From an optimization exercise on the open Yosys and OpenROAD flow, aimed at small area and a short achievable clock period; shortcuts taken in it are not production practice.
No activity file was given, so power comes from the tool's default toggle rates.

exp/delta:
==> flow/design.v (excerpt) <==
module alu(
             clk_p_i,
             reset_n_i,
             data_a_i,
             data_b_i,
             inst_i,
             data_o
             );
Settings: LEC_CHECK=0, CAP_MARGIN=20, CORE_MARGIN=2, CORE_UTILIZATION=35, SLEW_MARGIN=20; clock period 32.0 ns.
standard.sh (not shown) runs the stock make flow with config.mk's settings and CLKGATE_MAP_FILE= SYNTH_SCRIPT=/design/flow/synth_recipe.tcl, a recipe that flattens the netlist after the stock synthesis.
==> flow/flow/run.sh <==
#!/bin/bash
set -euo pipefail
bash standard.sh BUFFER_PORTS_ARGS="-buffer_cell sky130_fd_sc_hd__buf_2" SETUP_SLACK_MARGIN=25 TNS_END_PERCENT=0 finish > make_finish.log 2>&1
What exp/cedar does differently from exp/delta at the input level:
Settings: CORE_UTILIZATION changed from 35 to 60.
## What came out
- All of exp/delta and exp/cedar finish clean.
- Compared to exp/delta, exp/cedar has maximum fanout count along the critical path 2 lower.
- Against exp/delta, setup slack in exp/cedar came out worse.
- Between exp/delta and exp/cedar, non-clock buffer count increased.
- Wire length sits lower in exp/cedar than in exp/delta.
Here is what was changed in the inputs of exp/tundra compared with exp/cedar.
Settings: swapping 60 for 35 in CORE_UTILIZATION.
==> flow/run.sh (new file) <==
#!/bin/bash
# synth_recipe.tcl (not shown) runs the flow's synth.tcl, then flattens the netlist and writes it again
# the make line also repeats each setting of config.mk as NAME=value (left out here)
make -C /OpenROAD-flow-scripts/flow DESIGN_CONFIG=/design/flow/config.mk WORK_HOME=/design/flow/orfs CLKGATE_MAP_FILE= SYNTH_SCRIPT=/design/flow/synth_recipe.tcl finish
removed: flow/flow/run.sh
removed: flow/standard.sh
==> run notes <==
- The final layout from exp/tundra, which completed every stage, passed the timing, DRC and antenna checks at the end of the flow.
- Count of clock-buffer cells in the layout: exp/tundra > exp/cedar
- When the final numbers for exp/cedar and exp/tundra were put side by side, the source-to-sink clock delay at the later pin of the worst-skew pair turned out to be smaller in exp/tundra.
- met3 layer wire length in the routed design of exp/tundra falls short of that of exp/cedar by a little under 10%.
- Most frequent standard cell in the layout excluding fill and tap cells = sky130_fd_sc_hd__inv_1: exp/tundra; most frequent standard cell in the layout excluding fill and tap cells = sky130_fd_sc_hd__ha_1: exp/cedar
- Slowest cell on the critical path = sky130_fd_sc_hd__fa_2: exp/cedar; slowest cell on the critical path = sky130_fd_sc_hd__clkdlybuf4s50_1: exp/tundra
- [exp/tundra] final wirelength rose about 1.9% relative to exp/cedar
Here is what was changed in the inputs of exp/pepper compared with exp/tundra.
==> flow/flow/run.sh (new file) <==
#!/bin/bash
set -euo pipefail
bash standard.sh BUFFER_PORTS_ARGS="-buffer_cell sky130_fd_sc_hd__buf_2" SETUP_SLACK_MARGIN=24 TNS_END_PERCENT=0 finish > make_finish.log 2>&1
==> flow/standard.sh (new file) <==
#!/bin/bash
# synth_recipe.tcl (not shown) runs the flow's synth.tcl, then flattens the netlist and writes it again
# the make line also repeats each setting of config.mk as NAME=value (left out here)
make -C /OpenROAD-flow-scripts/flow DESIGN_CONFIG=/design/flow/config.mk WORK_HOME=/design/flow/orfs CLKGATE_MAP_FILE= SYNTH_SCRIPT=/design/flow/synth_recipe.tcl "${@:-finish}"
removed: flow/run.sh
Notes after the runs:
Looking at area share of buffers outside the clock network, exp/pepper sits 2.1 points lower than exp/tundra does.
Relative to exp/tundra, half-perimeter wire length after placement has decreased by about 0.8% in exp/pepper.
When the final numbers for exp/pepper and exp/tundra were put side by side, the minimum period implied by the final worst setup slack turned out to be smaller in exp/pepper.
exp/pepper vs. exp/tundra: fraction of area in registers went up by 0.23 points.
| clock tree cell share of total cell area | exp/tundra vs exp/pepper | ≈ equal |
Going from exp/tundra to exp/pepper, global-route usage down 0.70 points; non-clock buffer count in the final layout up 3.
For exp/amber, these inputs were changed with respect to exp/pepper:
==> flow/flow/run.sh <==
#!/bin/bash
set -euo pipefail
bash standard.sh BUFFER_PORTS_ARGS="-buffer_cell sky130_fd_sc_hd__buf_2" SETUP_SLACK_MARGIN=26 TNS_END_PERCENT=0 finish > make_finish.log 2>&1
exp/amber completed every stage of the flow, and the final layout passed the timing, DRC and antenna checks.
In the flow results for exp/pepper and exp/amber, the power density over the cells is larger on exp/pepper.
First-pass GRT wire length on exp/amber is behind exp/pepper.
Largest stage delay on the critical path: exp/amber vs exp/pepper down 0.05 ns
exp/amber vs. exp/pepper: routed via count up about 0.5%; clock share of power went down by 0.2 points; critical path depth climbed 2.
Re clock network power consumption: exp/pepper and exp/amber aren't equal, and the lower value belongs to exp/amber.
Against exp/pepper, the final cell area of exp/amber is higher.
No functional check of the RTL was part of any run of this note.

* * *

the reference run:
alu, a different RTL version from the one above (not shown whole).
Size in the first run: about 690 cells after synthesis, ~37 I/O pins, about 5800 sq um of cells after synthesis.
Settings: LEC_CHECK=0, CAP_MARGIN=20, CORE_MARGIN=2, CORE_UTILIZATION=65, PLACE_DENSITY=0.75, SLEW_MARGIN=20; clock period 32.0 ns.
run.sh (not shown) runs the stock make flow with config.mk's settings and CLKGATE_MAP_FILE= SYNTH_SCRIPT=/design/flow/synth_recipe.tcl, a recipe that flattens the netlist after the stock synthesis.
Stock flow here: none of the scripts above is used.
The reference run closes out successfully: all stages finished, all timing, DRC and antenna checks passed.
Input-level comparison between the trial run and the reference run:
# the reference run
export LEC_CHECK = 0
export CAP_MARGIN = 20
export CORE_MARGIN = 2
export CORE_UTILIZATION = 65
export PLACE_DENSITY = 0.75
export SLEW_MARGIN = 20
create_clock -name core_clock -period 32.0 [get_ports {clk_p_i}]
# the trial run
export LEC_CHECK = 0
export CAP_MARGIN = 20
export CORE_MARGIN = 2
export CORE_UTILIZATION = 35
export SLEW_MARGIN = 20
create_clock -name core_clock -period 32.0 [get_ports {clk_p_i}]
Results
- Compared with the reference run, in the trial run fraction of area in clock buffers and inverters increased by 0.81 points relative to the old numbers, length in cells of the worst reg-to-reg path now smaller.
- Re transition time at the pin with the least slew margin: the reference run and the trial run aren't equal, and the lower value belongs to the trial run.
- Comparing the trial run against the reference run, there is no change at all in multi-input gate area in the final layout.
- The overall power of the trial run was inferior to that of the reference run.
- The trial run against the reference run; cell count after placement is up by more than 10%.
- | width of the die | lower: the reference run |
- [the trial run] arrival time at the worst endpoint fell 0.56 ns relative to the reference run
- The die extent in y in the reference run is 0.74 times that in the trial run.
- The hold slack on the trial run is in line with that on the reference run.
No functional check of the RTL was part of any run of this note.

[re-timing with driven ports]
Ports are ideal in the flow. The routed layouts listed here were re-timed in OpenROAD. Step 1, drivers: a clkbuf_16 drives clk_p_i and a buf_2 each remaining input, both assumed. Step 2 adds t to the input delays and takes it off the output delays; t is the mean of the earliest and latest rising clock arrival at the registers after step 1. Input paths then give back, and output paths get back, about the clock's delay inside the block. a / b / c = no drivers / after step 1 / after step 2; a / b = the first two.
run | t (ns) | setup WS [ns] | clock arrival spread, ns
exp/delta | 0.324 | 24.464 / 24.456 / 24.133 | 0.005 / 0.005
exp/cedar | 0.342 | 24.436 / 24.417 / 24.075 | 0.008 / 0.008
exp/tundra | 0.326 | 23.816 / 23.828 / 23.503 | 0.007 / 0.007
exp/pepper | 0.319 | 24.218 / 24.230 / 23.911 | 0.005 / 0.004
exp/amber | 0.324 | 24.464 / 24.456 / 24.133 | 0.005 / 0.005
the reference run | 0.323 | 19.466 / 19.466 / 19.466 | 0.008 / 0.008
the trial run | 0.338 | 20.031 / 20.031 / 20.031 | 0.006 / 0.007
After both steps every run listed still meets setup and hold. For exp/cedar, which loses most, drivers alone change the setup slack by -0.019 ns; drivers and shift together by -0.361 ns.
